This design comes from an exercise in tuning for a short achievable clock period and few clock cycles on the open sky130 flow, not from production work.
Where RTL was checked, it was by simulation tests only, not by an equivalence proof against the original.
Function not checked in run 5: the RTL went through the layout flow alone.
In runs 1, 2, 5, 6 and 9 the design's own scripts or RTL, not TritonCTS, make the clock network.
No driver is modelled on the clock port, so clock power and skew are understated where the tree is cut down; a real chip needs a root buffer or a tree.
Power is estimated from default activity; no workload was simulated.

$ cat flow/flow/run.sh
#!/bin/bash
# Standard ORFS layout (the standard.sh) with three changes to how it is
# made; the clock period and I/O constraints are unchanged:
#  - timing repair aims at a 7.3 ns setup margin instead of stopping at the
#    10 ns constraint, and may resize cells across footprints;
#  - port buffers are sky130_fd_sc_hd__buf_4;
#  - at the end of the CTS step, flow/cts_tree.tcl replaces the clock tree
#    with a balanced one-level tree: the clock port feeds 4 clkbuf_16, each
#    driving a quarter of the flip-flops.
# make's output goes to make_finish.log; each ORFS step keeps its own log
# under orfs/logs.
set -euo pipefail
export MAN_CTS_NBUF=4 MAN_CTS_NLEAF=0
bash standard.sh \
  SETUP_SLACK_MARGIN=7.3 \
  MATCH_CELL_FOOTPRINT=0 \
  "BUFFER_PORTS_ARGS=-buffer_cell sky130_fd_sc_hd__buf_4" \
  POST_CTS_TCL=$PWD/flow/cts_tree.tcl \
  finish > make_finish.log 2>&1
$ cat flow/flow/cts_tree.tcl
# POST_CTS hook: replace the clock tree that clock_tree_synthesis built with a
# balanced two-level tree of clkbuf_16 (or, with NLEAF 0, a one-level tree of
# NBUF buffers). The flip-flops are split into NLEAF
# equal groups by location (by x, then by y, in turn), each driven by a leaf
# buffer at its centre; the leaves are split the same way among NBUF first
# level buffers, which the clock port drives. Timing is then repaired as the
# CTS step does.
set nbuf 4
set nleaf 12
if {[info exists ::env(MAN_CTS_NBUF)]} { set nbuf $::env(MAN_CTS_NBUF) }
if {[info exists ::env(MAN_CTS_NLEAF)]} { set nleaf $::env(MAN_CTS_NLEAF) }
set ::block [ord::get_db_block]
set ::db [ord::get_db]
set block $::block
set db $::db
set clk_net [[[$block findBTerm CLK] getNet] getName]
set root [$block findNet $clk_net]

# walk the tree from the port: buffers to remove, and the sink pins
set ::bufs {}
set ::sinks {}
proc walk {net} {
  global bufs sinks
  foreach it [$net getITerms] {
    if {[$it isOutputSignal]} { continue }
    set inst [$it getInst]
    set m [[$inst getMaster] getName]
    if {[string match "sky130_fd_sc_hd__clkbuf_*" $m] || [string match "sky130_fd_sc_hd__buf_*" $m] || [string match "sky130_fd_sc_hd__clkinv*" $m]} {
      lappend bufs $inst
      foreach o [$inst getITerms] {
        if {[$o isOutputSignal] && [$o getNet] ne "NULL"} {
          # an inverter may only be an unloaded dummy load
          if {[string match "sky130_fd_sc_hd__clkinv*" $m] && [llength [[$o getNet] getITerms]] > 1} {
            error "inverter in clock tree"
          }
          walk [$o getNet]
        }
      }
    } else {
      lappend sinks $it
    }
  }
}
walk $root
puts "man_cts: [llength $::bufs] clock buffers removed, [llength $::sinks] sinks"

# remove the buffers and their output nets
foreach inst $::bufs {
  foreach o [$inst getITerms] {
    if {[$o isOutputSignal] && [$o getNet] ne "NULL"} {
      set n [$o getNet]
      foreach it [$n getITerms] { $it disconnect }
      odb::dbNet_destroy $n
    }
  }
  odb::dbInst_destroy $inst
}

# split the sinks into nbuf equal groups by location
proc center {it} {
  set b [[$it getInst] getBBox]
  return [list [expr {([$b xMin] + [$b xMax]) / 2}] [expr {([$b yMin] + [$b yMax]) / 2}]]
}
set pts {}
foreach it $::sinks { lappend pts [concat [center $it] [list $it]] }
proc split_groups {pts n axis} {
  if {$n <= 1} { return [list $pts] }
  set s [lsort -integer -index $axis $pts]
  set h [expr {[llength $s] * ($n / 2) / $n}]
  set a [lrange $s 0 [expr {$h - 1}]]
  set b [lrange $s $h end]
  set na [expr {$n / 2}]
  set nb [expr {$n - $na}]
  return [concat [split_groups $a $na [expr {1 - $axis}]] [split_groups $b $nb [expr {1 - $axis}]]]
}
set groups [split_groups $pts $nbuf 0]

set ::master [$db findMaster sky130_fd_sc_hd__clkbuf_16]
proc add_buf {name cx cy in_net} {
  global block master
  set inst [odb::dbInst_create $block $master $name]
  $inst setLocation [expr {$cx - [$master getWidth] / 2}] [expr {$cy - [$master getHeight] / 2}]
  $inst setPlacementStatus PLACED
  [$inst findITerm A] connect $in_net
  set net [odb::dbNet_create $block "${name}_net"]
  $net setSigType CLOCK
  [$inst findITerm X] connect $net
  return $net
}
proc centroid {g} {
  set sx 0; set sy 0
  foreach p $g { incr sx [lindex $p 0]; incr sy [lindex $p 1] }
  return [list [expr {$sx / [llength $g]}] [expr {$sy / [llength $g]}]]
}
if {$nleaf == 0} {
  # one level: the clock port drives nbuf buffers, each driving its group
  set i 0
  foreach g [split_groups $pts $nbuf 0] {
    set c [centroid $g]
    set net [add_buf "clkbuf_man_$i" [lindex $c 0] [lindex $c 1] $root]
    foreach p $g { [lindex $p 2] connect $net }
    puts "man_cts: clkbuf_man_$i at ($c) drives [llength $g] sinks"
    incr i
  }
  set tops {}
} else {
# leaf groups of flip-flops, then the leaves split among the first level
set leaves [split_groups $pts $nleaf 0]
set lpts {}
set j 0
foreach g $leaves { lappend lpts [concat [centroid $g] [list $j]]; incr j }
set tops [split_groups $lpts $nbuf 0]
set i 0
foreach t $tops {
  set c [centroid $t]
  set tnet [add_buf "clkbuf_man_$i" [lindex $c 0] [lindex $c 1] $root]
  puts "man_cts: clkbuf_man_$i at ($c) drives [llength $t] leaf buffers"
  foreach lp $t {
    set j [lindex $lp 2]
    set g [lindex $leaves $j]
    set lnet [add_buf "clkbuf_man_${i}_$j" [lindex $lp 0] [lindex $lp 1] $tnet]
    foreach p $g { [lindex $p 2] connect $lnet }
    puts "man_cts: clkbuf_man_${i}_$j drives [llength $g] sinks"
  }
  incr i
}
}

detailed_placement
check_placement -verbose
estimate_parasitics -placement
report_clock_min_period
report_worst_slack -max
repair_timing_helper
detailed_placement
check_placement -verbose
estimate_parasitics -placement
report_worst_slack -max
report_worst_slack -min
$ cat flow/standard.sh
#!/bin/bash
# synth_recipe.tcl (not shown) runs the flow's synth.tcl, then flattens the netlist and writes it again
# the make line also repeats each setting of config.mk as NAME=value (left out here)
make -C /OpenROAD-flow-scripts/flow DESIGN_CONFIG=/design/flow/config.mk WORK_HOME=/design/flow/orfs CLKGATE_MAP_FILE= SYNTH_SCRIPT=/design/flow/synth_recipe.tcl "${@:-finish}"
$ cat flow/config.mk
export PLATFORM = sky130hd
export DESIGN_NAME = TopLevel
export DESIGN_NICKNAME = TopLevel
export VERILOG_FILES = /design/flow/design.v
export SDC_FILE = /design/flow/constraint.sdc
export NUM_CORES = 4
export LEC_CHECK = 0
export ABC_CLOCK_PERIOD_IN_PS = 2000
export CAP_MARGIN = 40
export CORE_MARGIN = 2
export CORE_UTILIZATION = 25
export SETUP_SLACK_MARGIN = 5
export SLEW_MARGIN = 40
export SYNTH_MEMORY_MAX_BITS = 16384
$ cat flow/constraint.sdc
create_clock -name core_clock -period 10.0 [get_ports {CLK}]
set_input_delay 2.0000 -clock core_clock [delete_from_list [all_inputs] [get_ports {CLK}]]
set_output_delay 2.0000 -clock core_clock [all_outputs]
set_load 0.01 [all_outputs]
$ cat flow/design.v
module TopLevel(
  input        CLK,
  input        reset,
  input        start,
  output       halt,
  output [7:0] mem_addr,
  output       mem_re,
  output       mem_we,
  output [7:0] mem_wdata,
  input  [7:0] mem_rdata
);
  localparam logic [2:0] K_RLO = 3'd0, K_RHI = 3'd1, K_WLO = 3'd2, K_WHI = 3'd3,
                         K_RPAT = 3'd4, K_RSTR = 3'd5, K_NONE = 3'd6, K_WP3 = 3'd7;
  function automatic logic [15:0] encode(input logic [10:0] d);
    logic p1, p2, p4, p8, p16;
    p8  = ^d[10:4];
    p4  = (^d[10:7]) ^ (^d[3:1]);
    p2  = d[10]^d[9]^d[6]^d[5]^d[3]^d[2]^d[0];
    p1  = d[10]^d[8]^d[6]^d[4]^d[3]^d[1]^d[0];
    p16 = ^d ^ p8 ^ p4 ^ p2 ^ p1;
    encode = {d[10:4], p8, d[3:1], p4, d[0], p2, p1, p16};
  endfunction
  function automatic logic [15:0] decode(input logic [15:0] c);
    logic [3:0]  s;
    logic        par, dbl;
    logic [15:0] e;
    logic [10:0] d;
    s = '0;
    for (int k = 1; k < 16; k++)
      if (c[k]) s = s ^ 4'(k);
    par = ^c;
    e = par ? (16'h1 << s) : 16'h0;
    e = c ^ e;
    d = {e[15:9], e[7:5], e[3]};
    dbl = !par && (s != 4'd0);
    if (dbl) begin
      if (s == 4'd11) d = d ^ 11'h030;
      if (s == 4'd13) d = d ^ 11'h090;
      if (s == 4'd14) d = d ^ 11'h0a0;
    end
    decode = {dbl, 4'b0, d};
  endfunction
  function automatic logic [3:0] in_hits(input logic [7:0] b, input logic [4:0] pt);
    logic [3:0] h;
    for (int o = 0; o < 4; o++)
      h[o] = (b[7-o -: 5] == pt);
    in_hits = h;
  endfunction
  function automatic logic [3:0] cross_hits(input logic [7:0] a, input logic [7:0] b, input logic [4:0] pt);
    logic [15:0] w;
    logic [3:0]  h;
    w = {a, b};
    for (int o = 0; o < 4; o++)
      h[o] = (w[11-o -: 5] == pt);
    cross_hits = h;
  endfunction
  function automatic logic [2:0] cnt4(input logic [3:0] h);
    cnt4 = {2'b0, h[0]} + {2'b0, h[1]} + {2'b0, h[2]} + {2'b0, h[3]};
  endfunction
  logic       halt_r;
  logic [1:0] prog_r;           
  logic       re_r, we_r;
  logic [7:0] addr_r, wdata_r;
  logic [2:0] kind_r;
  logic       last_r;           
  logic [5:0] a_step;
  wire        p3     = (prog_r == 2'd2);
  wire [1:0]  prog_n = (prog_r == 2'd0) ? 2'd1 : 2'd2;
  wire [5:0]  s  = a_step;
  wire        t_wr  = p3 ? (s >= 6'd34) : ((s >= 6'd58) || s[0]);
  wire        t_rd  = p3 ? (s <= 6'd32) : !((s >= 6'd58) || s[0]);
  wire        t_hi  = (s >= 6'd58) ? s[0] : !s[1];
  wire [2:0]  t_kind = p3 ? (t_rd ? K_RSTR : t_wr ? K_WP3 : K_NONE) : {1'b0, t_wr, t_hi};
  wire [7:0]  t_p3w  = (s == 6'd34) ? 8'd193 : (s == 6'd35) ? 8'd192 : 8'd194;
  wire [4:0]  t_rdo  = p3 ? s[4:0] - 5'd1 : s[5:1] + 5'd1;
  wire [7:0]  t_rda  = {p3, prog_r[0], 1'b0, t_rdo};
  wire [7:0]  t_wra  = ((prog_r == 2'd0) ? 8'd29 : 8'd93) + {3'b0, s[5:1]} + {7'b0, s == 6'd59};
  wire [7:0]  t_addr = t_rd ? t_rda : (p3 ? t_p3w : t_wra);
  wire        t_lst  = p3 ? (s == 6'd36) : (s == 6'd59);
  logic [15:0] raw_r;           
  logic [7:0]  hi_r;            
  logic [4:0]  pat_r;           
  logic [7:0]  c1_r;            
  logic [5:0]  c2_r;            
  logic [6:0]  cx_r;            
  wire [15:0] code    = (prog_r == 2'd0) ? encode(raw_r[10:0]) : decode(raw_r);
  logic [2:0]  hcnt_r, xcnt_r;  
  wire        hit_on  = p3 && !halt_r && (a_step >= 6'd3) && (a_step <= 6'd34);
  wire        acc_on  = p3 && !halt_r && (a_step >= 6'd4) && (a_step <= 6'd35);
  logic       first;            
  wire [3:0]  hit_cur = in_hits(raw_r[7:0], pat_r);
  wire [3:0]  hit_x   = first ? 4'b0 : cross_hits(raw_r[15:8], raw_r[7:0], pat_r);
  logic [7:0] wdata_n;
  always_comb begin
    case (t_kind)
      K_WLO:   wdata_n = code[7:0];
      K_WHI:   wdata_n = hi_r;
      K_WP3:   case (s[1:0])
                 2'd2:    wdata_n = {2'b0, (|hit_cur) ? c2_r + 6'd1 : c2_r};    
                 2'd3:    wdata_n = c1_r + {5'b0, hcnt_r};   
                 default: wdata_n = c1_r + {1'b0, cx_r};  
               endcase
      default: wdata_n = 8'h00;
    endcase
  end
  wire [1:0] ip = (halt_r || !last_r) ? prog_r : prog_n;    
  wire [7:0] ip_addr  = (ip == 2'd0) ? 8'd0 : (ip == 2'd1) ? 8'd64 : 8'd160;
  wire [7:0] ip_delta = (ip == 2'd2) ? 8'h20 : 8'h01;
  wire [2:0] ip_kind  = (ip == 2'd2) ? K_RPAT : K_RLO;
  wire       go1      = halt_r && start;
  wire idle = halt_r || last_r;    
  always_ff @(posedge CLK) begin
    if (reset) begin
      halt_r  <= 1'b1;
      prog_r  <= 2'd0;
      last_r  <= 1'b0;
      re_r    <= 1'b1;
      we_r    <= 1'b0;
      addr_r  <= 8'd0;
      kind_r  <= K_RLO;
    end else if (idle) begin
      halt_r  <= halt_r ? !start : 1'b1;
      prog_r  <= ip;
      last_r  <= 1'b0;
      re_r    <= 1'b1;
      we_r    <= 1'b0;
      addr_r  <= ip_addr ^ (go1 ? ip_delta : 8'h00);
      kind_r  <= {ip_kind[2:1], go1};
    end else begin
      re_r    <= t_rd;
      we_r    <= t_wr;
      addr_r  <= t_addr;
      kind_r  <= t_kind;
      last_r  <= t_lst;
    end
  end
  always_ff @(posedge CLK) begin
    a_step <= idle ? 6'd2 : a_step + 6'd1;
    first  <= !idle && (a_step == 6'd2);
  end
  always_ff @(posedge CLK) begin
    wdata_r <= wdata_n;
    if (t_kind == K_WLO) hi_r <= code[15:8];
    if (kind_r == K_RLO || kind_r == K_RSTR) raw_r[7:0] <= mem_rdata;
    if (kind_r == K_RHI) raw_r[15:8] <= mem_rdata;
    if (kind_r == K_RSTR) raw_r[15:8] <= raw_r[7:0];
    if (kind_r == K_RPAT) pat_r <= mem_rdata[4:0];
    hcnt_r <= cnt4(hit_cur);
    xcnt_r <= cnt4(hit_x);
    if (kind_r == K_RPAT) begin
      c1_r <= '0; c2_r <= '0; cx_r <= '0;
    end else begin
      if (acc_on) begin
        c1_r <= c1_r + {5'b0, hcnt_r};
        cx_r <= cx_r + {4'b0, xcnt_r};
      end
      if (hit_on && (|hit_cur)) c2_r <= c2_r + 6'd1;
    end
  end
  assign halt      = halt_r;
  assign mem_addr  = addr_r;
  assign mem_re    = re_r;
  assign mem_we    = we_r;
  assign mem_wdata = wdata_r;
endmodule
==> impl_metrics.ini, run 1 <==
[yosys]
ys_seq_area_share_pct = 33.3
yosysWarnings = 1
ys_ff_latch = 88
synth-async-reset-ratio_pct = 0
synth_flop_cell = dfxtp_1
synth_top_area_share_pct = 19.2
synth.most_common_cell = xnor2_1
synthDistinctLibCells = 76
synthTopCellsByArea = dfxtp_1 (19%), edfxtp_1 (14%), xnor2_1 (10%)
yosys-top-cells-count = xnor2_1 (71), nor2_1 (70), dfxtp_1 (59)
synth.avg_cell_area_um2 = 9.85
synth_area_um2 = 6160
synth_top_area_cell = dfxtp_1
synth_edf_count = 29
syn_inst = 625
synth_nets = 668

[critical_path]
worstReg2RegEnd = wdata_r[3]
timing.critical_path.arrival_ns = 2.78
required_ns = 10.10
path_class = in2reg
endpoint_kind = flop
cpLargestDelayFamily = simple AND/OR/NAND/NOR gates
cpPeakStageDelay_ns = 0.41
path_depth = 4
worstSetupEndpoint = kind_r[0]
crit_fanout = 8
crit_start = reset
path_cells = buf_4 -> or3_4 -> a21oi_2 -> a21o_1
reg2reg_setup_slack_ns = 7.41
reg2reg_from = raw_r[9]
reg2regPathDepth = 7
worst-path-buf-inv = 1
cp_slowest_cell = or3_4
cp-start-kind = input port

[routing]
drc = 0
vias = 4630
drt_wl_total_um = 14800
drt_iter0_drc = 371
wl_per_cell_um = 14.9
drt-pass1-iter-count = 5
ant_nets = 0
viasPerCell = 4.66

[global_route]
grt_max_degree = 27
antenna_found_initial = 0
first_global_vias = 4389
track_usage_pct = 11.3
overflow = 0
grt_pass1_wl_um = 23500

[timing]
max_freq_ghz = 0.374
min_period_over_period_pct = 26.8
setup_violations = 0
rsz0062_at_grt = no
worst_pin_slew_ns = 0.756
finalCriticalPeriod_ns = 2.68
hold_violations = 0
relSlewSlack_pct = 49.5
setup-tns-final_ns = 0
drv_slew = 0
hold_slack_ns = 0.542
finClkSkew_ns = 0.0272

[floorplanning]
start_util_pct = 25.4
ios = 30
chipHeight_um = 161
fp-row-count = 57
die_area_um2 = 25900
die_w_um = 161
coreArea_um2 = 24200

[final_layout]
layout-drive-gt1-share_pct = 23.9
fillers = 2589
final_nets = 712
fin_area_um2 = 7190
n_antenna_cell = 0
syn_to_final_growth_pct = 16.8

[placement]
routabilityCongestion = 0.844
dp_hpwl_um = 10500
portBuffers = 29
postPlaceCellArea_um2 = 6590

[hold_path]
min_path_type = reg2reg
hold_path_startpoint = cx_r[6]
hold_path_depth = 2

[pwr]
p_per_area_nw_per_um2 = 135
ir_worst_vdd_mv = 0.0835
p_leak_nw = 2.79

[clock_network]
clock_latency_ns = 0.18
cts_sinks = 88
cts.clk_slew.worst_paths_ns = 0.11

[outcome]
status = finished clean

[flow_run]
cap_violations = 0
layer usage:
layer	track usage, %	share of wire (%)
met1	16.5	49
met5	0	0
met3	1.81	4.3
met4	2.31	1.2
met2	17.7	46
worst min-delay path, stage by stage, from the launching register on:
cell     delay, ns
dfxtp_1       0.37
xor2_1        0.07
nor2_1        0.07
metrics by stage:
stage	util, %	setup WS, ns	total power [mW]	instances
final	29.7	7.32	0.971	994
after global routing	29.7	7.29	1.03	994
after floorplan	-	7.25	0.675	625
after detailed placement	27.2	7.11	0.741	943
after global placement	27.2	7.12	0.738	943
state kept, by name, indices dropped and copies added, names as in the netlist, 2 cells and up:
name     flops
a_step       6
addr_r       8
c1_r         8
c2_r         6
cx_r         7
hcnt_r       3
hi_r         8
kind_r       3
pat_r        5
prog_r       2
raw_r       16
wdata_r      8
xcnt_r       3
worst min-delay path by stage:
stage | to | slack (ns)
detailed placement | cx_r[6] | 0.52
floorplan | wdata_r[6] | 0.47
global route | wdata_r[5] | 0.57
global placement | cx_r[6] | 0.51
finish | cx_r[6] | 0.54
power by group:
part           total (mW)  internal [mW]  switching (mW)
Combinational       0.343          0.155           0.188
Sequential          0.416          0.395          0.0215
Clock               0.212          0.105           0.107
cells in the final DEF, fill, tap and decap left out, drive strengths merged, types with 5 or more instances in the layout:
| cell | Yosys | layout |
|---|---|---|
| a21o | 8 | 8 |
| a21oi | 31 | 31 |
| a22o | 8 | 8 |
| a22oi | 6 | 6 |
| and2 | 9 | 9 |
| buf | 21 | 75 |
| dfxtp | 59 | 59 |
| edfxtp | 29 | 29 |
| fa | 5 | 5 |
| ha | 27 | 27 |
| inv | 13 | 15 |
| mux2 | 9 | 9 |
| mux2i | 8 | 8 |
| nand2 | 34 | 34 |
| nand2b | 6 | 6 |
| nand3 | 12 | 12 |
| nand4 | 9 | 9 |
| nor2 | 74 | 74 |
| nor2b | 8 | 8 |
| nor3 | 22 | 22 |
| nor4 | 9 | 9 |
| o211ai | 6 | 6 |
| o21ai | 14 | 14 |
| xnor2 | 84 | 84 |
| xnor3 | 6 | 6 |
| xor2 | 37 | 37 |
layout make-up:
type | count | area [um^2] | share of cell area (%)
repair buffers | 75 | 634 | 8.82
multi-input cells | 487 | 3880 | 53.9
inverters | 13 | 48.8 | 0.678
clock inverters | 3 | 50.0 | 0.696
plain buffers | 4 | 100 | 1.39
well taps | 324 | 405 | 5.64
flip-flops and latches | 88 | 2080 | 28.9
cell families after synthesis:
group	after synthesis	share of synthesized area, %
fa+ha+maj	32	7.11
compound gates	109	12.6
mux	17	2.95
buf+inv	50	4.41
simple gates	202	16.2
xor+xnor	127	23.4
flops	88	33.3
Testbench counts, summed over its fixed seeds: cycles 5,056.
==> inputs of run 2 (changes only) <==
--- a/flow/config.mk
+++ b/flow/config.mk
@@ -5,7 +5,7 @@
 export SDC_FILE = /design/flow/constraint.sdc
 export NUM_CORES = 4
 export LEC_CHECK = 0
-export ABC_CLOCK_PERIOD_IN_PS = 2000
+export ABC_CLOCK_PERIOD_IN_PS = 1000
 export CAP_MARGIN = 40
 export CORE_MARGIN = 2
 export CORE_UTILIZATION = 25
==> impl_metrics.ini, run 2 <==
[outcome]
status = finished clean

[yosys]
synth_nets = 668
synthDistinctLibCells = 76
synth.most_common_cell = xnor2_1
synth.avg_cell_area_um2 = 9.85
synth_area_um2 = 6160
synth_flop_cell = dfxtp_1
syn_inst = 625
yosys-top-cells-count = xnor2_1 (71), nor2_1 (70), dfxtp_1 (59)
synth-async-reset-ratio_pct = 0
synth_top_area_share_pct = 19.2
ys_seq_area_share_pct = 33.3
yosysWarnings = 1
synth_top_area_cell = dfxtp_1
ys_ff_latch = 88
synth_edf_count = 29
synthTopCellsByArea = dfxtp_1 (19%), edfxtp_1 (14%), xnor2_1 (10%)

[timing]
setup-tns-final_ns = 0
finClkSkew_ns = 0.0272
max_freq_ghz = 0.374
finalCriticalPeriod_ns = 2.68
setup_violations = 0
hold_violations = 0
rsz0062_at_grt = no
drv_slew = 0
min_period_over_period_pct = 26.8
worst_pin_slew_ns = 0.756
relSlewSlack_pct = 49.5

[global_route]
grt_max_degree = 27
antenna_found_initial = 0
grt_pass1_wl_um = 23500
track_usage_pct = 11.3
overflow = 0
first_global_vias = 4389

[routing]
wl_per_cell_um = 14.9
viasPerCell = 4.66
drt_iter0_drc = 371
ant_nets = 0
vias = 4630
drt-pass1-iter-count = 5
drc = 0
drt_wl_total_um = 14800

[hold_path]
hold_path_startpoint = cx_r[6]
hold_end = cx_r[6]
min_path_type = reg2reg
hold_path_depth = 2

[critical_path]
reg2regPathDepth = 7
reg2reg_from = raw_r[9]
crit_fanout = 8
timing.critical_path.arrival_ns = 2.78
required_ns = 10.10
path_class = in2reg
cp-start-kind = input port
endpoint_kind = flop
reg2reg_setup_slack_ns = 7.41
worstReg2RegEnd = wdata_r[3]

[clock_network]
cts_sinks = 88
cts.clk_slew.worst_paths_ns = 0.11
clock_latency_ns = 0.18

[final_layout]
fin_area_um2 = 7190
largest_reg_flops = 16
layout_commonest_cell = xnor2_1
final_nets = 712
fillers = 2589
final_cell_mix = xnor2_1 (71), nor2_1 (67), buf_4 (56), dfxtp_1 (41), nand2_1 (34)
top_register = raw_r
syn_to_final_growth_pct = 16.8
n_antenna_cell = 0
fin_cells = 994
layout-drive-gt1-share_pct = 23.9

[flow_run]
cap_violations = 0

[pwr]
p_sw_share_pct = 32.5
p_leak_nw = 2.79
combPwrFrac_pct = 35.3
power_switching_uw = 316
ir_worst_vdd_mv = 0.0835
pwr-share-seq_pct = 42.9
p_per_area_nw_per_um2 = 135
internal-power_uw = 655
total_power_uw = 971
pwr-share-clk_pct = 21.8

[floorplanning]
die_w_um = 161
coreArea_um2 = 24200
fp-row-count = 57
start_util_pct = 25.4
die_area_um2 = 25900
ios = 30
chipHeight_um = 161

[placement]
dp_hpwl_um = 10500
postPlaceCellArea_um2 = 6590
portBuffers = 29
dpl.cell_count = 943
routabilityCongestion = 0.844
-- run 2: cell counts after synthesis --
No cell type changed its count.
-- run 2: metal layers --
layer	GRT usage, %	share of wire [%]	vias to the layer above
li1	-	-	2275
met3	1.81	4.3	14
met2	17.7	46	117
met4	2.31	1.2	0
met5	0	0	-
met1	16.5	49	2224
-- run 2: kinds of logic (layout without fill, tap and decap cells) --
family | count (synthesis) | count (layout) | share of synthesized area [%]
xor+xnor | 127 | 127 | 23.4
fa+ha+maj | 32 | 32 | 7.11
simple gates | 202 | 202 | 16.2
mux | 17 | 17 | 2.95
buf+inv | 50 | 95 | 4.41
compound gates | 109 | 109 | 12.6
flops | 88 | 88 | 33.3
-- run 2: power by group through the flow --
stage,clock (mW),combinational (mW),sequential (mW)
after floorplan,0,0.260,0.415
after global placement,0,0.305,0.433
after detailed placement,0,0.307,0.434
after global routing,0.232,0.375,0.419
final,0.212,0.343,0.416
-- run 2: critical path: stages --
cell	delay, ns
buf_4	0.14
or3_4	0.41
a21oi_2	0.11
a21o_1	0.11
-- run 2: cell type report --
type                            instances  area [um^2]  area share [%]
Clock inverter                          3         50.0           0.696
Tap cell                              324          405            5.64
Inverter                               13         48.8           0.678
Sequential cell                        88         2080            28.9
Multi-Input combinational cell        487         3880            53.9
Timing Repair Buffer                   75          634            8.82
Buffer                                  4          100            1.39
-- run 2: how the worst max path moves through the flow --
stage                  start          to  slack, ns  depth (start not counted)
global route        raw_r[1]  wdata_r[3]       7.29                          7
finish                 reset   kind_r[0]       7.32                          4
floorplan              reset   kind_r[0]       7.25                          4
global placement    raw_r[7]     hi_r[7]       7.12                          5
detailed placement  raw_r[7]     hi_r[7]       7.11                          5
-- run 2: per-stage QoR --
stage | setup WS (ns) | util [%] | hold slack [ns]
2_1_floorplan | 7.25 | - | 0.470
3_3_place_gp | 7.12 | 27.2 | 0.508
3_5_place_dp | 7.11 | 27.2 | 0.520
5_1_grt | 7.29 | 29.7 | 0.574
6_report | 7.32 | 29.7 | 0.542
==> inputs of run 3 (changes only) <==
--- a/flow/flow/run.sh
+++ b/flow/flow/run.sh
@@ -12,7 +12,7 @@
 set -euo pipefail
 export MAN_CTS_NBUF=4 MAN_CTS_NLEAF=0
 bash standard.sh \
-  SETUP_SLACK_MARGIN=7.3 \
+  SETUP_SLACK_MARGIN=7.6 \
   MATCH_CELL_FOOTPRINT=0 \
   "BUFFER_PORTS_ARGS=-buffer_cell sky130_fd_sc_hd__buf_4" \
   POST_CTS_TCL=$PWD/flow/cts_tree.tcl \
--- a/flow/config.mk
+++ b/flow/config.mk
@@ -5,7 +5,7 @@
 export SDC_FILE = /design/flow/constraint.sdc
 export NUM_CORES = 4
 export LEC_CHECK = 0
-export ABC_CLOCK_PERIOD_IN_PS = 1000
+export ABC_CLOCK_PERIOD_IN_PS = 2000
 export CAP_MARGIN = 40
 export CORE_MARGIN = 2
 export CORE_UTILIZATION = 25
==> impl_metrics.ini, run 3 <==
[outcome]
status = finished clean

[flow_run]
cap_violations = 0

[yosys]
synth_edf_count = 29
synth_top_area_share_pct = 19.2
synthDistinctLibCells = 76
yosysWarnings = 1
synth_nets = 668
synth.avg_cell_area_um2 = 9.85
ys_ff_latch = 88
synthTopCellsByArea = dfxtp_1 (19%), edfxtp_1 (14%), xnor2_1 (10%)
syn_inst = 625
synth_top_area_cell = dfxtp_1
synth.most_common_cell = xnor2_1
synth-async-reset-ratio_pct = 0
ys_seq_area_share_pct = 33.3
synth_area_um2 = 6160
yosys-top-cells-count = xnor2_1 (71), nor2_1 (70), dfxtp_1 (59)
synth_flop_cell = dfxtp_1

[global_route]
track_usage_pct = 12.1
grt_pass1_wl_um = 25100
grt_max_degree = 27
overflow = 0
antenna_found_initial = 0
first_global_vias = 4604

[final_layout]
final_nets = 751
fin_cells = 1034
largest_reg_flops = 16
n_antenna_cell = 0
fillers = 2450
layout_commonest_cell = buf_4
layout-drive-gt1-share_pct = 36.1
top_register = raw_r
final_cell_mix = buf_4 (68), xnor2_1 (65), nor2_1 (57), dfxtp_1 (38), buf_6 (38)
syn_to_final_growth_pct = 31.8

[routing]
drt_wl_total_um = 16100
drt-pass1-iter-count = 6
drc = 0
drt_iter0_drc = 407
viasPerCell = 4.71
ant_nets = 0
wl_per_cell_um = 15.6
vias = 4868

[timing]
min_period_over_period_pct = 26.4
setup_violations = 0
setup-tns-final_ns = 0
max_freq_ghz = 0.379
worst_pin_slew_ns = 0.798
hold_violations = 0
relSlewSlack_pct = 46.7
rsz0062_at_grt = yes
drv_slew = 0
finClkSkew_ns = 0.0240
finalCriticalPeriod_ns = 2.64

[critical_path]
reg2reg_setup_slack_ns = 7.51
required_ns = 8.00
cp_slowest_cell = dfxtp_4
cpLargestDelayFamily = flip-flops
worst-path-buf-inv = 1
crit_fanout = 2
cpPeakStageDelay_ns = 0.36
path_class = reg2out
timing.critical_path.arrival_ns = 0.64
path_cells = buf_6
endpoint_kind = output port
cp-start-kind = flop

[hold_path]
min_path_type = reg2reg

[floorplanning]
die_w_um = 161
coreArea_um2 = 24200
die_area_um2 = 25900
ios = 30
fp-row-count = 57
chipHeight_um = 161
start_util_pct = 25.4

[placement]
dp_hpwl_um = 10600
portBuffers = 29
dpl.cell_count = 942
routabilityCongestion = 0.829

[clock_network]
cts_sinks = 88
cts.clk_slew.worst_paths_ns = 0.10
clock_latency_ns = 0.18

[pwr]
p_leak_nw = 3.20
ir_worst_vdd_mv = 0.0819
p_per_area_nw_per_um2 = 139
## run 3: cell counts after synthesis
No cell type changed its count.
## run 3: metrics by stage
step	power (mW)	hold slack [ns]	worst slack (ns)	area, um^2	util, %
6_report	1.13	0.530	7.36	8120	33.5
5_1_grt	1.19	0.585	7.33	8120	33.5
3_5_place_dp	0.744	0.524	6.96	6620	27.3
3_3_place_gp	0.740	0.507	7.08	6610	27.3
2_1_floorplan	0.676	0.470	7.25	6210	-
## run 3: where the power goes
group | switching (mW) | total [mW] | internal, mW | leakage [nW]
sequential | 0.0191 | 0.414 | 0.395 | 0.762
combinational | 0.257 | 0.495 | 0.238 | 2.35
clock | 0.114 | 0.222 | 0.108 | 0.0785
total | 0.390 | 1.13 | 0.741 | 3.20
## run 3: final cells by class
class                           count  area (um^2)  area share [%]
Timing Repair Buffer              112         1040            12.8
Sequential cell                    88         2080            25.7
Buffer                              4          100            1.23
Clock inverter                      4         58.8           0.725
Inverter                           13         48.8           0.601
Multi-Input combinational cell    489         4380            54.0
Tap cell                          324          405            4.99
## run 3: cells by family (layout without fill, tap and decap cells)
logic type	after synthesis	in the layout	share of synthesized area [%]
multiplexers	17	17	2.95
flip-flops	88	88	33.3
buffers and inverters	50	133	4.41
XOR/XNOR	127	129	23.4
adder cells (fa/ha/maj)	32	32	7.11
AO/OA/AOI/OAI	109	109	12.6
AND/OR/NAND/NOR	202	202	16.2
## run 3: path summary, 6_finish.rpt
path / end / cells past startpoint / startpoint
worst max-delay path: halt / 1 / halt_r
worst min-delay path: a_step[0] / 1 / a_step[0]
worst max register to register: hi_r[1] / 9 / raw_r[1]
worst min register to register: a_step[0] / 1 / a_step[0]
## run 3: metal layers
metal	share of wire, %	up-vias	track usage (%)
met5	0	-	0
met3	4.7	14	1.68
met1	47	2358	17.0
li1	-	2366	-
met2	47	130	19.9
met4	1.4	0	2.84
==> inputs of run 4 (changes only) <==
--- a/flow/flow/run.sh
+++ b/flow/flow/run.sh
@@ -1,7 +1,7 @@
 #!/bin/bash
 # Standard ORFS layout (the standard.sh) with three changes to how it is
 # made; the clock period and I/O constraints are unchanged:
-#  - timing repair aims at a 7.3 ns setup margin instead of stopping at the
+#  - timing repair aims at a 7.6 ns setup margin instead of stopping at the
 #    10 ns constraint, and may resize cells across footprints;
 #  - port buffers are sky130_fd_sc_hd__buf_4;
 #  - at the end of the CTS step, flow/cts_tree.tcl replaces the clock tree
==> impl_metrics.ini, run 4 <==
[yosys]
synthDistinctLibCells = 76
synth.avg_cell_area_um2 = 9.85
ys_ff_latch = 88
synth_flop_cell = dfxtp_1
synth_top_area_cell = dfxtp_1
ys_seq_area_share_pct = 33.3
synth_compound_gate_area_share_pct = 12.6
synth_top_area_share_pct = 19.2
synth-xor-area-share_pct = 23.4
synthTopCellsByArea = dfxtp_1 (19%), edfxtp_1 (14%), xnor2_1 (10%)
yosys-top-cells-count = xnor2_1 (71), nor2_1 (70), dfxtp_1 (59)
yosysWarnings = 1
synth-adder-area-share_pct = 7.11
synth-async-reset-ratio_pct = 0
synth_edf_count = 29
synth_area_um2 = 6160
synthMuxAreaShare_pct = 2.95
synth_top_family_by_area = XOR/XNOR gates
synth_nets = 668
synth.most_common_cell = xnor2_1
syn_inst = 625
synthSimpleGateAreaFrac_pct = 16.2

[timing]
setup-tns-final_ns = 0
setup_violations = 0
max_freq_ghz = 0.379
min_period_over_period_pct = 26.4
hold_violations = 0
worst_pin_slew_ns = 0.798
finalCriticalPeriod_ns = 2.64
drv_slew = 0
hold_slack_ns = 0.530
finClkSkew_ns = 0.0240
relSlewSlack_pct = 46.7
rsz0062_at_grt = yes
worst_slack_ns = 7.36

[critical_path]
required_ns = 8.00
cpPeakStageDelay_ns = 0.36
worst-path-buf-inv = 1
path_cells = buf_6
endpoint_kind = output port
cp_slowest_cell = dfxtp_4
path_class = reg2out
cpLargestDelayFamily = flip-flops
timing.critical_path.arrival_ns = 0.64
crit_fanout = 2
cp-start-kind = flop

[final_layout]
multi_input_area_um2 = 4380
seqCellArea_um2 = 2080
n_antenna_cell = 0
final_cell_mix = buf_4 (68), xnor2_1 (65), nor2_1 (57), dfxtp_1 (38), buf_6 (38)
largest_reg_flops = 16
syn_to_final_growth_pct = 31.8
fillers = 2450
top_register = raw_r
final_nets = 751
layout-drive-gt1-share_pct = 36.1
layout_commonest_cell = buf_4

[pwr]
p_sw_share_pct = 34.5
combPwrFrac_pct = 43.7
power_switching_uw = 390
p_per_area_nw_per_um2 = 139
ir_worst_vdd_mv = 0.0819
pwr-share-seq_pct = 36.6
internal-power_uw = 741
pwr-share-clk_pct = 19.7
p_leak_nw = 3.20

[floorplanning]
chipHeight_um = 161
die_w_um = 161
die_area_um2 = 25900
fp-row-count = 57
ios = 30
coreArea_um2 = 24200
start_util_pct = 25.4

[global_route]
antenna_found_initial = 0
overflow = 0
grt_max_degree = 27
grt_pass1_wl_um = 25100
track_usage_pct = 12.1
first_global_vias = 4604

[clock_network]
clock_latency_ns = 0.18
cts.clk_slew.worst_paths_ns = 0.10
cts_sinks = 88

[hold_path]
min_path_type = reg2reg

[routing]
vias = 4868
drt_iter0_drc = 407
ant_nets = 0
drt_wl_total_um = 16100
drt-pass1-iter-count = 6
drc = 0
wl_per_cell_um = 15.6
viasPerCell = 4.71

[outcome]
status = finished clean

[placement]
routabilityCongestion = 0.829
portBuffers = 29
dp_hpwl_um = 10600
dp_slack_ns = 6.96

[flow_run]
cap_violations = 0
## run 4: cell counts in the layout (fill, tap and decap cells not counted)
No cell type changed its count.
## run 4: path summary, 6_finish.rpt
check	startpoint	endpoint	slack (ns)	cells past startpoint
setup reg to reg	raw_r[1]	hi_r[1]	7.51	9
hold / removal	a_step[0]	a_step[0]	0.53	1
setup / recovery	halt_r	halt	7.36	1
hold reg to reg	a_step[0]	a_step[0]	0.53	1
## run 4: final cells by class
class	count	area share [%]
repair buffers	112	12.8
inverters	13	0.601
well taps	324	4.99
flip-flops and latches	88	25.7
clock inverters	4	0.725
multi-input cells	489	54.0
plain buffers	4	1.23
## run 4: logic make-up (layout without fill, tap and decap cells)
kind of cell	after synthesis	in the layout
xor+xnor	127	129
buf+inv	50	133
flops	88	88
compound gates	109	109
fa+ha+maj	32	32
mux	17	17
simple gates	202	202
## run 4: stage by stage
| stage | cell area [um^2] | instances | util, % | total power [mW] |
|---|---|---|---|---|
| after floorplan | 6210 | 625 | - | 0.676 |
| after global placement | 6610 | 942 | 27.3 | 0.740 |
| after detailed placement | 6620 | 942 | 27.3 | 0.744 |
| after global routing | 8120 | 1034 | 33.5 | 1.19 |
| final | 8120 | 1034 | 33.5 | 1.13 |
## run 4: power groups by stage
stage	Clock (mW)	Sequential, mW	Combinational [mW]
2_1_floorplan	0	0.415	0.261
6_report	0.222	0.414	0.495
5_1_grt	0.243	0.417	0.526
3_5_place_dp	0	0.433	0.310
3_3_place_gp	0	0.434	0.306
## run 4: routing by layer
| layer | wire length, um | track usage (%) | part of all wire (%) |
|---|---|---|---|
| met4 | 218 | 2.84 | 1.4 |
| met1 | 7490 | 17.0 | 47 |
| met2 | 7640 | 19.9 | 47 |
| met3 | 753 | 1.68 | 4.7 |
| met5 | 0 | 0 | 0 |
==> inputs of run 5 (changes only) <==
--- a/flow/design.v
+++ b/flow/design.v
@@ -57,7 +57,8 @@
   function automatic logic [2:0] cnt4(input logic [3:0] h);
     cnt4 = {2'b0, h[0]} + {2'b0, h[1]} + {2'b0, h[2]} + {2'b0, h[3]};
   endfunction
-  logic       halt_r;
+  logic       halt_r;           
+  logic       run_r;            
   logic [1:0] prog_r;           
   logic       re_r, we_r;
   logic [7:0] addr_r, wdata_r;
@@ -85,8 +86,8 @@
   logic [6:0]  cx_r;            
   wire [15:0] code    = (prog_r == 2'd0) ? encode(raw_r[10:0]) : decode(raw_r);
   logic [2:0]  hcnt_r, xcnt_r;  
-  wire        hit_on  = p3 && !halt_r && (a_step >= 6'd3) && (a_step <= 6'd34);
-  wire        acc_on  = p3 && !halt_r && (a_step >= 6'd4) && (a_step <= 6'd35);
+  wire        hit_on  = p3 && run_r && (a_step >= 6'd3) && (a_step <= 6'd34);
+  wire        acc_on  = p3 && run_r && (a_step >= 6'd4) && (a_step <= 6'd35);
   logic       first;            
   wire [3:0]  hit_cur = in_hits(raw_r[7:0], pat_r);
   wire [3:0]  hit_x   = first ? 4'b0 : cross_hits(raw_r[15:8], raw_r[7:0], pat_r);
@@ -103,15 +104,16 @@
       default: wdata_n = 8'h00;
     endcase
   end
-  wire [1:0] ip = (halt_r || !last_r) ? prog_r : prog_n;    
+  wire [1:0] ip = (!run_r || !last_r) ? prog_r : prog_n;    
   wire [7:0] ip_addr  = (ip == 2'd0) ? 8'd0 : (ip == 2'd1) ? 8'd64 : 8'd160;
   wire [7:0] ip_delta = (ip == 2'd2) ? 8'h20 : 8'h01;
   wire [2:0] ip_kind  = (ip == 2'd2) ? K_RPAT : K_RLO;
-  wire       go1      = halt_r && start;
-  wire idle = halt_r || last_r;    
+  wire       go1      = !run_r && start;
+  wire idle = !run_r || last_r;    
   always_ff @(posedge CLK) begin
     if (reset) begin
       halt_r  <= 1'b1;
+      run_r   <= 1'b0;
       prog_r  <= 2'd0;
       last_r  <= 1'b0;
       re_r    <= 1'b1;
@@ -119,7 +121,8 @@
       addr_r  <= 8'd0;
       kind_r  <= K_RLO;
     end else if (idle) begin
-      halt_r  <= halt_r ? !start : 1'b1;
+      halt_r  <= run_r ? 1'b1 : !start;
+      run_r   <= run_r ? 1'b0 : start;
       prog_r  <= ip;
       last_r  <= 1'b0;
       re_r    <= 1'b1;
==> impl_metrics.ini, run 5 <==
[yosys]
synth_top_area_share_pct = 19.8
synth_top_area_cell = dfxtp_1
yosys-top-cells-count = dfxtp_1 (60), xnor2_1 (59), nor2_1 (58)
syn_inst = 627
synthTopCellsByArea = dfxtp_1 (20%), edfxtp_1 (14%), xnor2_1 (8.5%)
synth-xor-area-share_pct = 22.3
synthMuxAreaShare_pct = 3.17
synth-async-reset-ratio_pct = 0
synth.most_common_cell = dfxtp_1
synthDistinctLibCells = 69
synth_edf_count = 29
synthSimpleGateAreaFrac_pct = 15.9
ys_ff_latch = 89
synth_compound_gate_area_share_pct = 12.9
synth.avg_cell_area_um2 = 9.69
yosysWarnings = 1
synth_flop_cell = dfxtp_1
synth_top_family_by_area = XOR/XNOR gates
synth_nets = 670
synth-adder-area-share_pct = 7.21
synth_area_um2 = 6070
ys_seq_area_share_pct = 34.1

[critical_path]
cp-start-kind = input port
timing.critical_path.arrival_ns = 2.80
endpoint_kind = flop
path_class = in2reg
crit_fanout = 3
required_ns = 10.11

[timing]
finalCriticalPeriod_ns = 2.69
drv_slew = 0
rsz0062_at_grt = yes
min_period_over_period_pct = 26.9
max_freq_ghz = 0.372
hold_violations = 0
finClkSkew_ns = 0.0143
relSlewSlack_pct = 50.1
worst_pin_slew_ns = 0.747
setup-tns-final_ns = 0
setup_violations = 0

[final_layout]
layout-drive-gt1-share_pct = 36.8
layout_commonest_cell = buf_4
n_antenna_cell = 0
largest_reg_flops = 16
multi_input_area_um2 = 4290
fin_cells = 1045
seqCellArea_um2 = 2120
top_register = raw_r
final_nets = 763
fillers = 2440
final_cell_mix = buf_4 (88), xnor2_1 (54), nor2_1 (52), xor2_1 (42), dfxtp_1 (33)
syn_to_final_growth_pct = 34.0
fin_util_pct = 33.8

[placement]
portBuffers = 29
dp_hpwl_um = 10700
routabilityCongestion = 0.902
dpl.cell_count = 945

[hold_path]
min_path_type = reg2reg

[floorplanning]
die_w_um = 160
fp-row-count = 57
chipHeight_um = 160
start_util_pct = 25.2
coreArea_um2 = 24100
die_area_um2 = 25600
ios = 30

[pwr]
pwr-share-seq_pct = 40.2
combPwrFrac_pct = 39.1
pwr-share-clk_pct = 20.7
internal-power_uw = 686
p_per_area_nw_per_um2 = 125
ir_worst_vdd_mv = 0.104
power_switching_uw = 327
p_leak_nw = 3.23
p_sw_share_pct = 32.3

[global_route]
grt_max_degree = 24
grt_pass1_wl_um = 25000
overflow = 0
antenna_found_initial = 0
first_global_vias = 4590
track_usage_pct = 12.0

[routing]
routed.top_layer = met4
vias = 4846
viasPerCell = 4.64
wl_per_cell_um = 15.3
drt-pass1-iter-count = 6
wl_met2_um = 8050
ant_nets = 0
drc = 0
m1WireLength_um = 7360
drt_iter0_drc = 396
dr_wl_met3_um = 435
drt_wl_total_um = 16000

[outcome]
status = finished clean

[clock_network]
clock_latency_ns = 0.17
cts_sinks = 89
cts.clk_slew.worst_paths_ns = 0.10

[flow_run]
cap_violations = 0
## run 5: cell types whose count changed after synthesis, moves of 6 or more
cell     delta
a31oi_1     +6
o21ai_0    +12
xor2_1     +13
xnor2_1    -12
nor2_1     -12
nand2_1     -7
a22o_1      -7
or3_1       +7
## run 5: final cells by class
type	count	share of cell area, %
multi-input combinational	482	52.7
sequential	89	26.0
timing repair buffer	125	13.6
tap	324	4.98
buffer	4	1.23
inverter	18	0.923
clock inverter	3	0.523
## run 5: cell families (layout without fill, tap and decap cells)
kind of cell               after synthesis  in the layout
xor gates and xnor gates               125            125
and+or+nand+nor                        186            186
buffers and inverters                   56            150
DFF                                     89             89
AOI/OAI and AO/OA                      121            121
adders and majority gates               32             32
muxes                                   18             18
## run 5: worst paths after layout
check | slack, ns | cells after the start | from | endpoint
setup / recovery | 7.31 | 6 | reset | addr_r[5]
setup reg to reg | 7.56 | 8 | raw_r[0] | wdata_r[7]
hold reg to reg | 0.52 | 2 | cx_r[0] | cx_r[0]
hold / removal | 0.52 | 2 | cx_r[0] | cx_r[0]
## run 5: power by group through the flow
stage	Clock, mW	Combinational (mW)	Sequential [mW]
global route	0.226	0.422	0.409
finish	0.210	0.397	0.407
global placement	0	0.264	0.427
floorplan	0	0.229	0.409
detailed placement	0	0.267	0.427
## run 5: critical path, stage by stage
cell     delay [ns]
buf_8          0.10
or2_4          0.25
nor2_4         0.09
o21ai_1        0.08
a21oi_1        0.15
a31o_2         0.12
## run 5: per-stage QoR
step | hold WS (ns) | setup WS (ns) | power, mW | instance area, um^2
after floorplan | 0.470 | 7.11 | 0.638 | 6150
after global placement | 0.495 | 7.04 | 0.691 | 6570
after detailed placement | 0.491 | 7.00 | 0.694 | 6580
after global routing | 0.569 | 7.29 | 1.06 | 8140
final | 0.520 | 7.31 | 1.01 | 8140
## run 5: metal layers
layer / track usage (%) / vias up
met4: 2.01 / 0
met1: 16.2 / 2365
met3: 1.58 / 13
li1: - / 2380
met5: 0 / -
met2: 20.7 / 88
==> inputs of run 6 (changes only) <==
--- a/flow/design.v
+++ b/flow/design.v
@@ -57,16 +57,15 @@
   function automatic logic [2:0] cnt4(input logic [3:0] h);
     cnt4 = {2'b0, h[0]} + {2'b0, h[1]} + {2'b0, h[2]} + {2'b0, h[3]};
   endfunction
-  logic       halt_r;           
-  logic       run_r;            
+  logic       halt_r;
   logic [1:0] prog_r;           
+  logic [1:0] cur_r;            
   logic       re_r, we_r;
   logic [7:0] addr_r, wdata_r;
   logic [2:0] kind_r;
   logic       last_r;           
   logic [5:0] a_step;
-  wire        p3     = (prog_r == 2'd2);
-  wire [1:0]  prog_n = (prog_r == 2'd0) ? 2'd1 : 2'd2;
+  wire        p3     = (cur_r == 2'd2);
   wire [5:0]  s  = a_step;
   wire        t_wr  = p3 ? (s >= 6'd34) : ((s >= 6'd58) || s[0]);
   wire        t_rd  = p3 ? (s <= 6'd32) : !((s >= 6'd58) || s[0]);
@@ -74,8 +73,8 @@
   wire [2:0]  t_kind = p3 ? (t_rd ? K_RSTR : t_wr ? K_WP3 : K_NONE) : {1'b0, t_wr, t_hi};
   wire [7:0]  t_p3w  = (s == 6'd34) ? 8'd193 : (s == 6'd35) ? 8'd192 : 8'd194;
   wire [4:0]  t_rdo  = p3 ? s[4:0] - 5'd1 : s[5:1] + 5'd1;
-  wire [7:0]  t_rda  = {p3, prog_r[0], 1'b0, t_rdo};
-  wire [7:0]  t_wra  = ((prog_r == 2'd0) ? 8'd29 : 8'd93) + {3'b0, s[5:1]} + {7'b0, s == 6'd59};
+  wire [7:0]  t_rda  = {p3, cur_r[0], 1'b0, t_rdo};
+  wire [7:0]  t_wra  = ((cur_r == 2'd0) ? 8'd29 : 8'd93) + {3'b0, s[5:1]} + {7'b0, s == 6'd59};
   wire [7:0]  t_addr = t_rd ? t_rda : (p3 ? t_p3w : t_wra);
   wire        t_lst  = p3 ? (s == 6'd36) : (s == 6'd59);
   logic [15:0] raw_r;           
@@ -84,10 +83,10 @@
   logic [7:0]  c1_r;            
   logic [5:0]  c2_r;            
   logic [6:0]  cx_r;            
-  wire [15:0] code    = (prog_r == 2'd0) ? encode(raw_r[10:0]) : decode(raw_r);
+  wire [15:0] code    = (cur_r == 2'd0) ? encode(raw_r[10:0]) : decode(raw_r);
   logic [2:0]  hcnt_r, xcnt_r;  
-  wire        hit_on  = p3 && run_r && (a_step >= 6'd3) && (a_step <= 6'd34);
-  wire        acc_on  = p3 && run_r && (a_step >= 6'd4) && (a_step <= 6'd35);
+  wire        hit_on  = p3 && !halt_r && (a_step >= 6'd3) && (a_step <= 6'd34);
+  wire        acc_on  = p3 && !halt_r && (a_step >= 6'd4) && (a_step <= 6'd35);
   logic       first;            
   wire [3:0]  hit_cur = in_hits(raw_r[7:0], pat_r);
   wire [3:0]  hit_x   = first ? 4'b0 : cross_hits(raw_r[15:8], raw_r[7:0], pat_r);
@@ -104,27 +103,22 @@
       default: wdata_n = 8'h00;
     endcase
   end
-  wire [1:0] ip = (!run_r || !last_r) ? prog_r : prog_n;    
-  wire [7:0] ip_addr  = (ip == 2'd0) ? 8'd0 : (ip == 2'd1) ? 8'd64 : 8'd160;
-  wire [7:0] ip_delta = (ip == 2'd2) ? 8'h20 : 8'h01;
-  wire [2:0] ip_kind  = (ip == 2'd2) ? K_RPAT : K_RLO;
-  wire       go1      = !run_r && start;
-  wire idle = !run_r || last_r;    
+  wire [7:0] ip_addr  = (prog_r == 2'd0) ? 8'd0 : (prog_r == 2'd1) ? 8'd64 : 8'd160;
+  wire [7:0] ip_delta = (prog_r == 2'd2) ? 8'h20 : 8'h01;
+  wire [2:0] ip_kind  = (prog_r == 2'd2) ? K_RPAT : K_RLO;
+  wire       go1      = halt_r && start;
+  wire idle = halt_r || last_r;    
   always_ff @(posedge CLK) begin
     if (reset) begin
       halt_r  <= 1'b1;
-      run_r   <= 1'b0;
       prog_r  <= 2'd0;
-      last_r  <= 1'b0;
       re_r    <= 1'b1;
       we_r    <= 1'b0;
       addr_r  <= 8'd0;
       kind_r  <= K_RLO;
     end else if (idle) begin
-      halt_r  <= run_r ? 1'b1 : !start;
-      run_r   <= run_r ? 1'b0 : start;
-      prog_r  <= ip;
-      last_r  <= 1'b0;
+      halt_r  <= halt_r ? !start : 1'b1;
+      if (go1) prog_r <= (prog_r == 2'd0) ? 2'd1 : 2'd2;
       re_r    <= 1'b1;
       we_r    <= 1'b0;
       addr_r  <= ip_addr ^ (go1 ? ip_delta : 8'h00);
@@ -134,8 +128,11 @@
       we_r    <= t_wr;
       addr_r  <= t_addr;
       kind_r  <= t_kind;
-      last_r  <= t_lst;
     end
+  end
+  always_ff @(posedge CLK) begin
+    if (go1) cur_r <= prog_r;
+    last_r <= !idle && t_lst;
   end
   always_ff @(posedge CLK) begin
     a_step <= idle ? 6'd2 : a_step + 6'd1;
==> impl_metrics.ini, run 6 <==
[outcome]
status = finished clean

[timing]
hold_violations = 0
setup-tns-final_ns = 0
setup_violations = 0
drv_slew = 0
hold_slack_ns = 0.493
finClkSkew_ns = 0.0108
finalCriticalPeriod_ns = 2.65
max_freq_ghz = 0.377
relSlewSlack_pct = 40.4
min_period_over_period_pct = 26.5
worst_pin_slew_ns = 0.889
rsz0062_at_grt = yes

[global_route]
overflow = 0
track_usage_pct = 12.8
grt_pass1_wl_um = 26200
grt_max_degree = 27
antenna_found_initial = 0
first_global_vias = 4816

[critical_path]
path_depth = 1
worstReg2RegEnd = wdata_r[4]
timing.critical_path.arrival_ns = 0.65
cp-start-kind = flop
required_ns = 8.00
path_class = reg2out
reg2regPathDepth = 10
crit_fanout = 1
reg2reg_setup_slack_ns = 7.42
cpLargestDelayFamily = flip-flops
worst-path-buf-inv = 1
reg2reg_from = raw_r[10]
cpPeakStageDelay_ns = 0.37
endpoint_kind = output port
path_cells = buf_6
cp_slowest_cell = dfxtp_4

[yosys]
synth_edf_count = 31
yosysWarnings = 1
synth_area_um2 = 6010
yosys-top-cells-count = xnor2_1 (70), nor2_1 (66), dfxtp_1 (59)
synthDistinctLibCells = 68
synth_top_area_share_pct = 19.7
synth-async-reset-ratio_pct = 0
synth_flop_cell = dfxtp_1
ys_seq_area_share_pct = 35.1
syn_inst = 614
ys_ff_latch = 90
synth_top_area_cell = dfxtp_1
synthTopCellsByArea = dfxtp_1 (20%), edfxtp_1 (15%), xnor2_1 (10%)
synth.avg_cell_area_um2 = 9.79
synth_nets = 657
synth.most_common_cell = xnor2_1

[routing]
ant_nets = 0
routed.top_layer = met4
dr_wl_met3_um = 661
viasPerCell = 4.71
vias = 4862
m1WireLength_um = 7130
drt_iter0_drc = 312
drt-pass1-iter-count = 5
drt_wl_total_um = 16900
wl_per_cell_um = 16.4
wl_met2_um = 8530
drc = 0

[pwr]
pwr-share-seq_pct = 33.4
combPwrFrac_pct = 53.2
power_switching_uw = 461
pwr-share-clk_pct = 13.4
internal-power_uw = 817
p_per_area_nw_per_um2 = 155
ir_worst_vdd_mv = 0.120
p_leak_nw = 3.27
p_sw_share_pct = 36.1

[floorplanning]
die_area_um2 = 25300
ios = 30
coreArea_um2 = 23500
fp-row-count = 56
chipHeight_um = 159
die_w_um = 159
start_util_pct = 25.5

[placement]
routabilityCongestion = 0.853
dp_hpwl_um = 10400
postPlaceCellArea_um2 = 6530
portBuffers = 29

[final_layout]
n_antenna_cell = 0
final_nets = 758
fillers = 2342
fin_area_um2 = 8230
largest_reg_flops = 16
final_cell_mix = buf_4 (78), xnor2_1 (60), nor2_1 (60), buf_6 (44), xor2_1 (37)
syn_to_final_growth_pct = 37.0
layout_commonest_cell = buf_4
top_register = raw_r
layout-drive-gt1-share_pct = 37.0

[hold_path]
hold_end = a_step[1]
min_path_type = reg2reg
hold_path_depth = 1
hold_path_startpoint = last_r

[clock_network]
clock_latency_ns = 0.16
cts_sinks = 90
cts.clk_slew.worst_paths_ns = 0.09

[flow_run]
cap_violations = 0
run 6: layout make-up:
cell class | instances | area [um^2] | area share (%)
Multi-Input combinational cell | 474 | 4320 | 52.4
Sequential cell | 90 | 2150 | 26.1
Timing Repair Buffer | 129 | 1210 | 14.6
Tap cell | 319 | 399 | 4.85
Buffer | 4 | 100 | 1.22
Inverter | 16 | 62.6 | 0.760
run 6: metal layers:
metal,track usage (%),vias up
li1,-,2343
met1,16.0,2381
met2,22.2,109
met3,2.29,29
met4,4.21,0
met5,0,-
run 6: logic make-up (layout without fill, tap and decap cells):
logic type | Yosys count | in the layout | share of synthesized area [%]
xor gates and xnor gates | 128 | 128 | 22.4
muxes | 22 | 22 | 3.89
AOI/OAI and AO/OA | 112 | 112 | 12.7
adders and majority gates | 32 | 32 | 7.29
and+or+nand+nor | 180 | 180 | 14.4
buffers and inverters | 50 | 149 | 4.23
DFF | 90 | 90 | 35.1
run 6: how the worst max path moves through the flow:
stage                          start           end
after floorplan                reset          we_r
after global placement      raw_r[3]    wdata_r[3]
after detailed placement    raw_r[3]    wdata_r[3]
after global routing       raw_r[10]    wdata_r[4]
final                     wdata_r[6]  mem_wdata[6]
run 6: metrics by stage:
| step | power, mW | instances | utilization [%] | worst slack (ns) |
|---|---|---|---|---|
| 3_5_place_dp | 0.775 | 930 | 27.7 | 6.93 |
| 6_report | 1.28 | 1032 | 35.0 | 7.35 |
| 3_3_place_gp | 0.770 | 930 | 27.7 | 7.03 |
| 5_1_grt | 1.33 | 1032 | 35.0 | 7.33 |
| 2_1_floorplan | 0.704 | 614 | - | 7.45 |
run 6: power groups by stage:
stage / Combinational [mW] / Clock (mW) / Sequential, mW
after global placement: 0.323 / 0 / 0.447
after detailed placement: 0.328 / 0 / 0.447
final: 0.680 / 0.171 / 0.426
after global routing: 0.713 / 0.190 / 0.429
after floorplan: 0.280 / 0 / 0.424
run 6: worst reg2reg max path, cell delays in order, from the launching register on:
cell and delay [ns]:
edfxtp_1 0.50, buf_6 0.18, xnor3_1 0.37, xor2_2 0.18, buf_6 0.13, xor2_4 0.29, buf_6 0.17, mux2_4 0.31
mux2i_4 0.15, a211oi_2 0.08, o21ai_1 0.15
Testbench counts of run 6, summed over its fixed seeds: cycles 5,056.
==> inputs of run 7 (changes only) <==
==> flow/flow/run.sh (replaced) <==
#!/bin/bash
# Standard ORFS layout (the standard.sh) with four changes to how it is
# made; the clock period and I/O constraints are unchanged:
#  - timing repair aims at a 7.6 ns setup margin instead of stopping at the
#    10 ns constraint, and may resize cells across footprints;
#  - port buffers are sky130_fd_sc_hd__buf_4;
#  - at the end of the CTS step, flow/cts_tree.tcl replaces the clock tree
#    with a balanced one-level tree: the clock port feeds 4 clkbuf_16, each
#    driving a quarter of the flip-flops;
#  - flow/io_pins.tcl, run before pin placement, keeps all ports together on
#    the middle of the left edge.
# make's output goes to make_finish.log; each ORFS step keeps its own log
# under orfs/logs.
set -euo pipefail
export MAN_CTS_NBUF=4 MAN_CTS_NLEAF=0
bash standard.sh \
  SETUP_SLACK_MARGIN=7.6 \
  MATCH_CELL_FOOTPRINT=0 \
  "BUFFER_PORTS_ARGS=-buffer_cell sky130_fd_sc_hd__buf_4" \
  POST_CTS_TCL=$PWD/flow/cts_tree.tcl \
  PRE_IO_PLACEMENT_TCL=$PWD/flow/io_pins.tcl \
  finish > make_finish.log 2>&1
==> flow/flow/io_pins.tcl (new file) <==
# PRE_IO_PLACEMENT hook: keep all ports together on the middle of the left
# edge, so that the logic gathers next to them.
set blk [ord::get_db_block]
set u [$blk getDbUnitsPerMicron]
set h [expr {[[$blk getDieArea] yMax] / double($u)}]
set lo [expr {round($h / 2 - 16)}]
set hi [expr {round($h / 2 + 16)}]
set names {}
foreach bt [$blk getBTerms] { lappend names [$bt getName] }
set_io_pin_constraint -region left:$lo-$hi -pin_names $names
puts "io_pins: [llength $names] ports on the left edge from $lo to $hi um"
==> impl_metrics.ini, run 7 <==
[outcome]
status = aborted with a tool error
stop_stage = I/O pin placement
tool.error = [ERROR PPL-0111] 1 constraint(s) does not have available slots for the pins.

[yosys]
syn_inst = 614
synth_nets = 657
synthDistinctLibCells = 68
synth_top_area_cell = dfxtp_1
yosysWarnings = 1
synth_edf_count = 31
ys_seq_area_share_pct = 35.1
yosys-top-cells-count = xnor2_1 (70), nor2_1 (66), dfxtp_1 (59)
synth_area_um2 = 6010
synth.most_common_cell = xnor2_1
ys_ff_latch = 90
synth.avg_cell_area_um2 = 9.79
synth_flop_cell = dfxtp_1
synth_top_area_share_pct = 19.7
synthTopCellsByArea = dfxtp_1 (20%), edfxtp_1 (15%), xnor2_1 (10%)
synth-async-reset-ratio_pct = 0

[floorplanning]
die_w_um = 159
chipHeight_um = 159
start_util_pct = 25.5
fp-row-count = 56
## run 7: cell counts after synthesis
No cell type changed its count.
## run 7: kinds of logic after synthesis
family          share of synthesized area [%]
flops                                    35.1
xor+xnor                                 22.4
buf+inv                                  4.23
fa+ha+maj                                7.29
simple gates                             14.4
compound gates                           12.7
mux                                      3.89
==> inputs of run 8 (changes only) <==
--- a/flow/config.mk
+++ b/flow/config.mk
@@ -8,7 +8,7 @@
 export ABC_CLOCK_PERIOD_IN_PS = 2000
 export CAP_MARGIN = 40
 export CORE_MARGIN = 2
-export CORE_UTILIZATION = 25
+export CORE_UTILIZATION = 45
 export SETUP_SLACK_MARGIN = 5
 export SLEW_MARGIN = 40
 export SYNTH_MEMORY_MAX_BITS = 16384
==> impl_metrics.ini, run 8 <==
[outcome]
status = aborted with a tool error
stop_stage = I/O pin placement
tool.error = [ERROR PPL-0111] 1 constraint(s) does not have available slots for the pins.

[yosys]
synthTopCellsByArea = dfxtp_1 (20%), edfxtp_1 (15%), xnor2_1 (10%)
synthDistinctLibCells = 68
synth-async-reset-ratio_pct = 0
synth.most_common_cell = xnor2_1
synth_flop_cell = dfxtp_1
synth_edf_count = 31
synth_area_um2 = 6010
ys_ff_latch = 90
synth_nets = 657
yosys-top-cells-count = xnor2_1 (70), nor2_1 (66), dfxtp_1 (59)
yosysWarnings = 1
ys_seq_area_share_pct = 35.1
syn_inst = 614
synth_top_area_share_pct = 19.7
synth.avg_cell_area_um2 = 9.79
synth_top_area_cell = dfxtp_1

[floorplanning]
start_util_pct = 45.8
fp-row-count = 42
chipHeight_um = 120
die_w_um = 120
==> run 8: cell counts after synthesis <==
Identical to the previous run, type by type.
==> run 8: cells by family after synthesis <==
family	count (synthesis)	share of synthesized area, %
xor gates and xnor gates	128	22.4
adders and majority gates	32	7.29
AOI/OAI and AO/OA	112	12.7
DFF	90	35.1
muxes	22	3.89
buffers and inverters	50	4.23
and+or+nand+nor	180	14.4
==> inputs of run 9 (changes only) <==
--- a/flow/flow/io_pins.tcl
+++ b/flow/flow/io_pins.tcl
@@ -3,8 +3,8 @@
 set blk [ord::get_db_block]
 set u [$blk getDbUnitsPerMicron]
 set h [expr {[[$blk getDieArea] yMax] / double($u)}]
-set lo [expr {round($h / 2 - 16)}]
-set hi [expr {round($h / 2 + 16)}]
+set lo [expr {round($h / 2 - 35)}]
+set hi [expr {round($h / 2 + 35)}]
 set names {}
 foreach bt [$blk getBTerms] { lappend names [$bt getName] }
 set_io_pin_constraint -region left:$lo-$hi -pin_names $names
==> impl_metrics.ini, run 9 <==
[final_layout]
fillers = 1011
layout-drive-gt1-share_pct = 38.0
final_nets = 766
seqCellArea_um2 = 2150
fin_util_pct = 62.2
fin_area_um2 = 8170
fin_cells = 900
syn_to_final_growth_pct = 35.9
layout_commonest_cell = buf_4
final_cell_mix = buf_4 (83), xnor2_1 (64), nor2_1 (59), buf_6 (42), xor2_1 (36)
n_antenna_cell = 0
top_register = raw_r
largest_reg_flops = 16
multi_input_area_um2 = 4250

[critical_path]
reg2regPathDepth = 9
path_depth = 1
reg2reg_setup_slack_ns = 7.46
timing.critical_path.arrival_ns = 0.67
cpLargestDelayFamily = flip-flops
cpPeakStageDelay_ns = 0.39
endpoint_kind = output port
cp_slowest_cell = dfxtp_2
worst-path-buf-inv = 1
cp-start-kind = flop
worstSetupEndpoint = mem_wdata[0]
crit_fanout = 1
path_cells = buf_6
required_ns = 8.00
worstReg2RegEnd = wdata_r[4]
crit_start = wdata_r[0]
reg2reg_from = raw_r[5]
path_class = reg2out

[routing]
viasPerCell = 5.63
drt-pass1-iter-count = 5
drt_iter0_drc = 554
vias = 5067
drt_wl_total_um = 17500
wl_per_cell_um = 19.5
ant_nets = 0
drc = 0

[yosys]
synth_area_um2 = 6010
synth-async-reset-ratio_pct = 0
synth_nets = 657
synthSimpleGateAreaFrac_pct = 14.4
synthTopCellsByArea = dfxtp_1 (20%), edfxtp_1 (15%), xnor2_1 (10%)
synth_compound_gate_area_share_pct = 12.7
synth.avg_cell_area_um2 = 9.79
ys_ff_latch = 90
synth_top_family_by_area = XOR/XNOR gates
synth-adder-area-share_pct = 7.29
synth_top_area_cell = dfxtp_1
yosys-top-cells-count = xnor2_1 (70), nor2_1 (66), dfxtp_1 (59)
ys_seq_area_share_pct = 35.1
synth_edf_count = 31
syn_inst = 614
synthMuxAreaShare_pct = 3.89
yosysWarnings = 1
synth_flop_cell = dfxtp_1
synth_top_area_share_pct = 19.7
synth.most_common_cell = xnor2_1
synth-xor-area-share_pct = 22.4
synthDistinctLibCells = 68

[floorplanning]
die_area_um2 = 14300
fp-row-count = 42
die_w_um = 120
start_util_pct = 45.8
coreArea_um2 = 13100
chipHeight_um = 120
ios = 30

[global_route]
grt_most_used_layer = met2
overflow = 0
grt_use_met3_pct = 2.76
grt_pass1_wl_um = 26300
first_global_vias = 4887
grtUsageMet1_pct = 32.3
met2_usage_pct = 38.5
track_usage_pct = 23.3
antenna_found_initial = 0
grt_max_degree = 27

[placement]
dpl.cell_count = 786
dp_hpwl_um = 10300
routabilityCongestion = 0.865
dp_slack_ns = 6.91
portBuffers = 29
postPlaceCellArea_um2 = 6340

[timing]
setup-tns-final_ns = 0
setup_violations = 0
hold_slack_ns = 0.499
finClkSkew_ns = 0.0219
worst_pin_slew_ns = 0.791
min_period_over_period_pct = 26.7
drv_slew = 0
finalCriticalPeriod_ns = 2.67
worst_slack_ns = 7.33
hold_violations = 0
rsz0062_at_grt = yes
relSlewSlack_pct = 47.2
max_freq_ghz = 0.375

[clock_network]
cts_sinks = 90
cts.clk_slew.worst_paths_ns = 0.11
clock_latency_ns = 0.17

[flow_run]
cap_violations = 0

[pwr]
p_leak_nw = 3.35
p_per_area_nw_per_um2 = 166
ir_worst_vdd_mv = 0.156
total_power_mw = 1.35

[hold_path]
min_path_type = reg2reg
hold_path_startpoint = last_r

[outcome]
status = finished clean
## run 9: cell counts after synthesis
Identical to the previous run, type by type.
## run 9: worst min path at each step
stage           endpoint  slack [ns]  depth (start not counted)
5_1_grt        a_step[1]        0.54                          1
6_report       a_step[1]        0.50                          1
2_1_floorplan  a_step[1]        0.45                          1
3_5_place_dp   a_step[1]        0.48                          1
3_3_place_gp   a_step[1]        0.46                          1
## run 9: kinds of logic after synthesis
logic type      count (synthesis)
fa+ha+maj                      32
mux                            22
compound gates                112
simple gates                  180
xor+xnor                      128
buf+inv                        50
flops                          90
## run 9: area by class of cell
class | instances | area share, %
multi-input cells | 474 | 52.0
clock inverters | 3 | 0.842
well taps | 176 | 2.70
flip-flops and latches | 90 | 26.4
inverters | 16 | 0.766
plain buffers | 4 | 1.23
repair buffers | 137 | 16.1
## run 9: per-layer routing
layer / share of wire, % / vias to the layer above
li1: - / 2356
met5: 0 / -
met1: 43 / 2473
met4: 3.5 / 0
met2: 48 / 194
met3: 5.2 / 44
## run 9: power by group
group / leakage, nW / total, mW / switching [mW] / internal [mW]
sequential: 0.785 / 0.429 / 0.0251 / 0.404
clock: 0.0821 / 0.232 / 0.104 / 0.129
combinational: 2.49 / 0.693 / 0.341 / 0.351
total: 3.35 / 1.35 / 0.470 / 0.884

afterwards: timing with drivers on the ports:
No port has a modelled driver above. Below, the same layouts with a new extraction and two added sets of constraints.
Step 1 sets driving cells, clkbuf_16 on the clock port and buf_2 on the other inputs (assumed; they add their load-dependent delay and slew).
Step 2 times the ports against the registers' clock, not the clock port: input delays grow and output delays shrink by t, the midpoint of the rising clock arrivals with the driver on.
a / b / c = no drivers / after step 1 / after step 2; a / b = the first two.
| run | shift t [ns] | setup WS [ns] |
|---|---|---|
| run 1 | 0.251 | 7.323 / 7.274 / 7.138 |
| run 2 | 0.251 | 7.323 / 7.274 / 7.138 |
| run 3 | 0.257 | 7.362 / 7.272 / 7.159 |
| run 4 | 0.257 | 7.362 / 7.272 / 7.159 |
| run 5 | 0.252 | 7.313 / 7.278 / 7.114 |
| run 6 | 0.247 | 7.348 / 7.259 / 7.180 |
| run 9 | 0.243 | 7.330 / 7.246 / 7.152 |
After both steps every run listed still meets setup and hold.
